Source: an optimization exercise on an open RTL-to-GDS flow (aim: small area). Production flows keep margins and buffers that such runs may drop.
In this exercise RTL edits were held to simulation tests only and were not proved equivalent to the original.
Power and IR drop assume default switching activity.

## JK
// Dmac_Top
module Dmac_Top (
    input  logic        clk,
    input  logic        rst,
    input  logic        write,
    input  logic        HSel,
    input  logic [1:0]  STrans,
    input  logic [31:0] HWData,
    input  logic [31:0] HAddr,
    input  logic [31:0] MRData,
    input  logic        HReady,
    input  logic [1:0]  M_HResp,
    output logic HReadyOut,
    output logic [1:0] S_HResp,
    input  logic [1:0]  DmacReq,      
    input  logic        Bus_Grant,   
    output logic [31:0] MAddress,
    output logic [31:0] MWData,
    output logic [3:0]  MBurst_Size,
    output logic        MWrite,
    output logic [1:0]  MTrans,
    output logic [3:0]  MWStrb,
    output logic        Bus_Req,
    output logic        Interrupt,
    output logic [1:0]  ReqAck
);
    logic con_sel, con_en, irq, con_new_sel, C_config;
    logic hold;
    logic channel_en_1, channel_en_2;
    Dmac_Main_Datapath datapath_inst (
        .clk            (clk),
        .rst            (rst),
        .write          (write),
        .HSel           (HSel),
        .STrans         (STrans),
        .channel_en_1   (channel_en_1),
        .channel_en_2   (channel_en_2),
        .HWData         (HWData),
        .HAddr          (HAddr),
        .MRData         (MRData),
        .HReady         (HReady),
        .M_HResp          (M_HResp),
        .con_en         (con_en),
        .con_sel        (con_sel),
        .C_config       (C_config),
        .irq            (irq),
        .con_new_sel    (con_new_sel),
        .MAddress       (MAddress),
        .MWData         (MWData),
        .MBurst_Size    (MBurst_Size),
        .MWrite         (MWrite),
        .MTrans         (MTrans),
        .MWStrb         (MWStrb)
    );
    Dmac_Main_Ctrl controller_inst (
        .clk            (clk),
        .rst            (rst),
        .DmacReq        (DmacReq),
        .con_new_sel    (con_new_sel),
        .irq            (irq),
        .Bus_Grant      (Bus_Grant),
        .C_config       (C_config),
        .con_sel        (con_sel),
        .HReadyOut      (HReadyOut),
        .S_HResp          (S_HResp),
        .Bus_Req        (Bus_Req),
        .Interrupt      (Interrupt),
        .con_en         (con_en),
        .Channel_en_1   (channel_en_1),
  ...
==> module Fifo_Datapath, before the edit <==
module Fifo_Datapath (
    input  logic        clk,
    input  logic        rst,
    input  logic        wc_en,
    input  logic        rc_en,
    input  logic        rd_show,
    input  logic [31:0] Data_in,
    output logic [31:0] Data_out,
    output logic        full,
    output logic        fifo_empty
);
    localparam int DEPTH = 15;
    logic [31:0] Memory [DEPTH-1:0];
    logic [3:0]  count;
    logic        wr_ok, rd_ok;
    assign full       = (count == 4'd15);
    assign fifo_empty = (count == 4'd0);
    assign wr_ok      = wc_en && !full;
    assign rd_ok      = rc_en && !fifo_empty;
    always_ff @(posedge clk) begin
        if (wr_ok) begin
            Memory[0] <= Data_in;
            for (int i = 1; i < DEPTH; i++)
                Memory[i] <= Memory[i-1];
        end
    end
    always_ff @(posedge clk or posedge rst) begin
        if (rst)
            count <= 4'd0;
        else if (wr_ok != rd_ok)
            count <= wr_ok ? count + 4'd1 : count - 4'd1;
    end
    logic [3:0] sel;
    assign sel = rd_show ? count : 4'd0;
    always_comb begin
        Data_out = 32'b0;
        for (int i = 0; i < DEPTH; i++)
            Data_out = Data_out | (Memory[i] & {32{sel == 4'(i + 1)}});
    end
endmodule
export LEC_CHECK = 0
export CAP_MARGIN = 10
export CORE_MARGIN = 2
export CORE_UTILIZATION = 60
export PLACE_DENSITY = 0.75
export SLEW_MARGIN = 10
create_clock -name core_clock -period 10.0 [get_ports {clk}]
standard.sh (not shown) runs the stock make flow with config.mk's settings and CLKGATE_MAP_FILE= SYNTH_SCRIPT=/design/flow/synth_recipe.tcl, a recipe that flattens the netlist after the stock synthesis.
==> flow/flow/run.sh <==
#!/bin/bash
# Layout: the standard flow with these changes:
#  - synthesis is the standard synthesis, except that ABC maps the logic with the
#    area-oriented script flow/abc_map.script and adders are left to ABC rather than
#    mapped to full/half-adder cells first (registers are mapped before ABC runs, so
#    they are the same as the standard synthesis's);
#  - the port buffers are buf_1 cells (every input and output port still gets one);
#  - the clock tree is built from clkbuf_4 over sink clusters of at most 10;
#  - the clock tree gets no dummy loads.
# Logs: synth.log and standard.log here, and ORFS's per-step logs under orfs/logs.
set -euo pipefail
rm -rf scripts_abc
cp -r "$FLOW_HOME/scripts" scripts_abc
cp flow/abc_map.script scripts_abc/abc_speed.script
bash standard.sh "SCRIPTS_DIR=$PWD/scripts_abc" "ADDER_MAP_FILE=" synth > synth.log 2>&1
CTS="-sink_clustering_enable -repair_clock_nets -dont_use_dummy_load"
CTS="$CTS -buf_list {sky130_fd_sc_hd__clkbuf_4}"
CTS="$CTS -sink_clustering_size 10 -sink_clustering_max_diameter 40"
bash standard.sh "CTS_ARGS=$CTS" "BUFFER_PORTS_ARGS=-buffer_cell sky130_fd_sc_hd__buf_1" finish > standard.log 2>&1
==> flow/flow/abc_map.script <==
strash
dc2
dch -f
amap -F 3 -A 8
strash
dc2
dch -f
amap -F 3 -A 8
topo
#### Input delta (MS over JK)
--- a/flow/design.v
+++ b/flow/design.v
@@ -15,30 +15,29 @@
     logic        wr_ok, rd_ok;
     assign full       = (count == 4'd15);
     assign fifo_empty = (count == 4'd0);
     assign wr_ok      = wc_en && !full;
     assign rd_ok      = rc_en && !fifo_empty;
-    always_ff @(posedge clk) begin
-        if (wr_ok) begin
-            Memory[0] <= Data_in;
-            for (int i = 1; i < DEPTH; i++)
-                Memory[i] <= Memory[i-1];
+    logic [DEPTH-1:0] ld, hd;
+    always_comb begin
+        for (int i = 0; i < DEPTH; i++) begin
+            ld[i] = wr_ok && (count == 4'(i));
+            hd[i] = !rd_ok && !ld[i];
         end
     end
+    always_ff @(posedge clk) begin
+        for (int i = 0; i < DEPTH - 1; i++)
+            Memory[i] <= (Data_in & {32{ld[i]}}) | (Memory[i+1] & {32{rd_ok}}) | (Memory[i] & {32{hd[i]}});
+        Memory[DEPTH-1] <= (Data_in & {32{ld[DEPTH-1]}}) | (Memory[DEPTH-1] & {32{hd[DEPTH-1]}});
+    end
     always_ff @(posedge clk or posedge rst) begin
         if (rst)
             count <= 4'd0;
         else if (wr_ok != rd_ok)
             count <= wr_ok ? count + 4'd1 : count - 4'd1;
     end
-    logic [3:0] sel;
-    assign sel = rd_show ? count : 4'd0;
-    always_comb begin
-        Data_out = 32'b0;
-        for (int i = 0; i < DEPTH; i++)
-            Data_out = Data_out | (Memory[i] & {32{sel == 4'(i + 1)}});
-    end
+    assign Data_out = Memory[0] & {32{rd_show && !fifo_empty}};
 endmodule
 module channel_ctrl(
     input  logic       clk,
     input  logic       rst,
     input  logic       channel_en,
==> run notes <==
The higher summed instance area of the synthesized netlist came out of JK. MS — starting density of the core 0.30 points higher, JK as reference. Relative to JK, the non-clock buffer count measured on MS has decreased by a few percent. In MS the met2 wire length turned out 5400 µm lower than in JK. Against JK, power after layout in MS fell by more than 10%. Delta (MS minus JK): placed wire-length estimate higher, final instance count without filler cells climbed about 28%, sum of routed wire segments on met1 went up about 25%, path depth of the worst reg2reg path climbed about 6%. Internal power for MS: 0.81 mW down relative to JK. The worst setup path category comes out primary input to register in one run and register to primary output in the other, namely in MS and JK respectively. sky130_fd_sc_hd__nor2_4 as the standard cell with the maximum stage delay on the critical path was reported by JK, and sky130_fd_sc_hd__a222oi_1 by MS. [MS vs JK] footprint of the multi-input gates: higher in MS.

## re-timing with driven ports
In the flow no input, the clock included, has a driving cell. The finished layouts below were timed again as built, in two steps.
Step 1, drivers: a clkbuf_16 drives clk and a buf_2 each remaining input, both assumed.
Step 2 adds t to the input delays and takes it off the output delays; t is the mean of the earliest and latest rising clock arrival at the registers after step 1. Input paths then give back, and output paths get back, about the clock's delay inside the block.
a / b / c = no drivers / after step 1 / after step 2; a / b = the first two.
| run | t (ns) | setup WS [ns] | hold slack, ns |
|---|---|---|---|
| JK | 1.064 | 0.236 / 0.168 / -0.294 | 0.351 / 0.351 / 0.351 |
| MS | 1.091 | 0.659 / 0.698 / -0.392 | 0.407 / 0.407 / 0.407 |
With both steps, setup timing fails in JK and MS, where it was met with ideal ports. For MS, which loses most, drivers alone change the setup slack by +0.039 ns; drivers and shift together by -1.051 ns.
